Source: an optimization exercise on an open RTL-to-GDS flow (aim: small area, a short achievable clock period and few clock cycles per item). Production flows keep margins and buffers that such runs may drop.
Function was checked by simulation only, so behaviour that the tests miss may differ from the original.

File: flow/config.mk
export PLATFORM = sky130hd
export DESIGN_NAME = iterative_karatsuba_32_16
export DESIGN_NICKNAME = iterative_karatsuba_32_16
export VERILOG_FILES = /design/flow/design.v
export SDC_FILE = /design/flow/constraint.sdc
export NUM_CORES = 4
export LEC_CHECK = 0
export CAP_MARGIN = 20
export CORE_MARGIN = 2
export CORE_UTILIZATION = 40
export SLEW_MARGIN = 20
File: flow/constraint.sdc
create_clock -name core_clock -period 42.0 [get_ports {clk}]
set_input_delay 8.4000 -clock core_clock [delete_from_list [all_inputs] [get_ports {clk}]]
set_output_delay 8.4000 -clock core_clock [all_outputs]
set_load 0.01 [all_outputs]
File: flow/run.sh
#!/bin/bash
# synth_recipe.tcl (not shown) runs the flow's synth.tcl, then flattens the netlist and writes it again
# the make line also repeats each setting of config.mk as NAME=value (left out here)
make -C /OpenROAD-flow-scripts/flow DESIGN_CONFIG=/design/flow/config.mk WORK_HOME=/design/flow/orfs CLKGATE_MAP_FILE= SYNTH_SCRIPT=/design/flow/synth_recipe.tcl finish
File: flow/design.v
module iterative_karatsuba_32_16(clk, rst, enable, A, B, C, done);
    input clk;
    input rst;
    input enable;
    input [31:0] A;
    input [31:0] B;
    output [63:0] C;
    output done;
    reg        held;    
    reg [63:0] P_q;     
    wire [63:0] prod = {32'd0, A} * {32'd0, B};
    wire [63:0] C_n  = held ? P_q : prod;
    always @(posedge clk) begin
        if (rst)
            held <= 1'b0;
        else if (enable)
            held <= 1'b1;
        P_q <= C_n;
    end
    assign C    = C_n;
    assign done = held | enable;
endmodule
==> notes.md <==
cell usage after synthesis (18+ instances only):
library cell | number | area, um^2
sky130_fd_sc_hd__dfxtp_1 | 65 | 1300
sky130_fd_sc_hd__inv_1 | 849 | 3190
sky130_fd_sc_hd__a21oi_1 | 72 | 360
sky130_fd_sc_hd__fa_1 | 896 | 17900
sky130_fd_sc_hd__nor2_1 | 36 | 135
sky130_fd_sc_hd__ha_1 | 263 | 3290
sky130_fd_sc_hd__clkbuf_1 | 227 | 852
sky130_fd_sc_hd__o21ai_0 | 84 | 420
sky130_fd_sc_hd__nand2_1 | 546 | 2050
sky130_fd_sc_hd__and2_1 | 596 | 3730
sky130_fd_sc_hd__xor2_1 | 23 | 201
sky130_fd_sc_hd__nand3_1 | 18 | 90.1
sky130_fd_sc_hd__a21o_1 | 39 | 293
sky130_fd_sc_hd__xnor2_1 | 32 | 280
flip-flops by register name (all words and copies together) (netlist names):
signal  cells
P_q        64
held        1
path summary, 6_finish.rpt:
kind	slack (ns)	endpoint	depth (start not counted)	start
worst max register to register	40.15	P_q[4]$_DFF_P_	2	held$_SDFFE_PP0P_
worst min register to register	0.47	P_q[37]$_DFF_P_	2	P_q[37]$_DFF_P_
worst min-delay path	0.47	P_q[37]$_DFF_P_	2	P_q[37]$_DFF_P_
worst max-delay path	16.04	C[62]	24	A[18]
layout make-up:
cell class              instances  share of cell area, %
clock buffers                   9                  0.594
clock inverters                 7                  0.205
diodes                          5                 0.0330
well taps                    1165                   3.85
multi-input cells            2761                   79.1
repair buffers                188                   4.39
flip-flops and latches         65                   3.44
inverters                     849                   8.41
tightest hold or removal path: stages, from the launching register on:
cell and delay [ns]:
sky130_fd_sc_hd__dfxtp_1 0.31, sky130_fd_sc_hd__nand2_1 0.04, sky130_fd_sc_hd__o21ai_0 0.08
routing by layer:
metal  vias up  track usage (%)
met5         -                0
met4         0             10.4
met3       184             2.23
met2       736             41.6
met1     13400             27.2
li1      11400                -
cell usage in the layout (no fill, tap or decap), types with 17 or more instances in the layout:
cell type | Yosys | layout
sky130_fd_sc_hd__xnor2_1 | 32 | 32
sky130_fd_sc_hd__fa_1 | 896 | 896
sky130_fd_sc_hd__nor2_1 | 36 | 36
sky130_fd_sc_hd__and2_1 | 596 | 596
sky130_fd_sc_hd__inv_1 | 849 | 849
sky130_fd_sc_hd__clkdlybuf4s50_1 | 0 | 116
sky130_fd_sc_hd__a21o_1 | 39 | 39
sky130_fd_sc_hd__nand2_1 | 546 | 546
sky130_fd_sc_hd__nand4_1 | 17 | 17
sky130_fd_sc_hd__dfxtp_1 | 65 | 64
sky130_fd_sc_hd__o21ai_0 | 84 | 84
sky130_fd_sc_hd__nand3_1 | 18 | 18
sky130_fd_sc_hd__buf_4 | 0 | 57
sky130_fd_sc_hd__ha_1 | 263 | 263
sky130_fd_sc_hd__a21oi_1 | 72 | 72
sky130_fd_sc_hd__xor2_1 | 23 | 23
metrics by stage:
stage / setup slack, ns / instances / hold slack (ns)
2_1_floorplan: 18.53 / 3908 / 0.491
3_3_place_gp: 16.00 / 5028 / 0.453
3_5_place_dp: 15.86 / 5028 / 0.457
4_1_cts: 15.82 / 5044 / 0.473
5_1_grt: 15.69 / 5046 / 0.487
6_report: 16.04 / 5049 / 0.469
kinds of logic after synthesis:
| family | synth area share (%) |
|---|---|
| mux | 0.219 |
| flops | 3.68 |
| compound gates | 4.85 |
| simple gates | 18.3 |
| xor+xnor | 1.36 |
| fa+ha+maj | 60.1 |
| buf+inv | 11.5 |
==> results_dict.tcl <==
set metrics [dict create \
    final_design_area_no_fill_mm2 0.0379 \
    postCtsSetupBuffers 0 \
    setup-violations-final 0 \
    timing.critical_path.cells "clkdlybuf4s50_1 -> buf_4 -> and2_1 -> fa_1 -> fa_1 -> inv_1 -> fa_1 -> fa_1 -> inv_1 -> fa_1 -> fa_1 -> fa_1 -> fa_1 -> ha_1 -> nand2_1 -> o21ai_0 -> o2111ai_1 -> nor3_1 -> o211ai_1 -> a211oi_1 -> o2111ai_1 -> mux2i_1 -> a311oi_1 -> clkdlybuf4s50_1" \
    period_share_pct 61.8 \
    critical_path.top_delay_family "adder cells" \
    finalClockSkew_ns 0.00878 \
    synth_flop_cell "sky130_fd_sc_hd__dfxtp_1" \
    cp_max_fo 32 \
    yosys_warnings 1 \
    design.portCount 132 \
    postSynth.asyncResetShare_pct 0 \
    maxClockFrequency_mhz 38.5 \
    max_slew.worst_pin.slew_ns 0.912 \
    period_needed_ns 25.96 \
    detail_route.first_pass.iterations 6 \
    synth_cells 3908 \
    wl_met1_um 37700 \
    antenna_found_initial 5 \
    worst_slew_margin_rel_pct 39.2 \
    route.detailed.wl_per_inst_um 19.8 \
    initial_utilization_pct 40.2 \
    post_dp_cell_area_mm2 0.0376 \
    fp-row-count 109 \
    timing.critical_path.arrival_ns 17.56 \
    layout.filler_cells 8753 \
    grt_first_pass_wirelength_um 158000 \
    die-height_um 301 \
    cts_hold_buffers 0 \
    outcome "finished clean" \
    postLayoutCoreUtil_pct 43.1 \
    cp.required_ns 33.60 \
    crit_path_frequent_cell "sky130_fd_sc_hd__fa_1" \
    finalHoldViolations 0 \
    drtAntennaViolNets 0 \
    die-width_um 301 \
    maxCapViolations 0 \
    postCtsResizedCells 0 \
    first_iter_violations 1241 \
    final_layout_size_suffix_gt1_share_pct 2.78 \
    avgSynthCellArea_um2 9.04 \
    max_stage_delay_ns 0.71 \
    area.sequential_mm2 0.00131 \
    port_buffers 131 \
    synth-seq-cells 65 \
    cts_tree "done" \
    clock_tree.htree_level_count 3 \
    first_global_vias 27800 \
    post-route-drc-count 0 \
    tns_ns 0 \
    clock_latency_ns 0.34 \
    maximum_number_of_pins_on_one_net_before_global_route_repair 79 \
    routed-wl-met2_um 52600 \
    detail_route.vias_per_cell 5.08 \
    track_usage_pct 22.9 \
    ys_types 62 \
    critical_path_class "input pin to output pin" \
    dp_hpwl_um 78100 \
    tritoncts.num_buffers 9 \
    clkSinkCount 65 \
    grt_overflow_total 0 \
    maxUsedRoutingLayer "met4" \
    setup_repair_after_global_routing_missed_its_margin "no" \
    mappedNetlistArea_mm2 0.0353 \
    multiInputGateArea_mm2 0.0300 \
    globalplace.congestion 0.868 \
    cts.path.max_buffers 2 \
    number_of_enable_type_register_cells_in_the_synthesized_netlist 0 \
    via_count 25700 \
    syn-num-nets 5134 \
    detail_route_met3_wl_um 4450 \
    syn_to_final_growth_pct 7.24 \
    worst_setup_path_start_kind "input pin" \
    setup.worst_path.end_class "output pin" \
    cts.reportedPaths.clkPinSlew_ns 0.06 \
    totalWireLength_um 100000 \
    fin_nets 5100 \
    slew_viols_final 0 \
    design.core.area_mm2 0.0880 \
    crit_slowest_cell "sky130_fd_sc_hd__a211oi_1" \
    root_buffer_selected_by_cts "sky130_fd_sc_hd__clkbuf_16" \
    min-delay-path-class "flip-flop to flip-flop" \
    design.die.area_mm2 0.0907 \
    critical_path.n_buffers_inverters 5 \
    proportion_of_synthesized_chip_area_in_sequential_cells_pct 3.68 \
]
Testbench counts, summed over its fixed seeds: cycles 3,208, items 3,200.

-- separate check: timing with driven ports --
How much do the figures lean on ideal ports? The routed layout below was timed once more, with nothing changed but the port constraints.
Step 1: set_driving_cell puts a clkbuf_16 on clk and a buf_2 on each other input, an assumption about the parent block.
Step 2, shift: input delay + t, output delay - t, t = (earliest + latest rising clock arrival at the registers) / 2. This alone moves slack from input paths to output paths.
a / b / c = no drivers / after step 1 / after step 2; a / b = the first two.
t (ns): 0.381
setup slack, ns: 16.039 / 16.016 / 16.016
clock arrival spread, ns: 0.009 / 0.010
After both steps this run still meets setup and hold. The setup slack of this run moves by -0.023 ns with the drivers and by -0.023 ns with both steps.
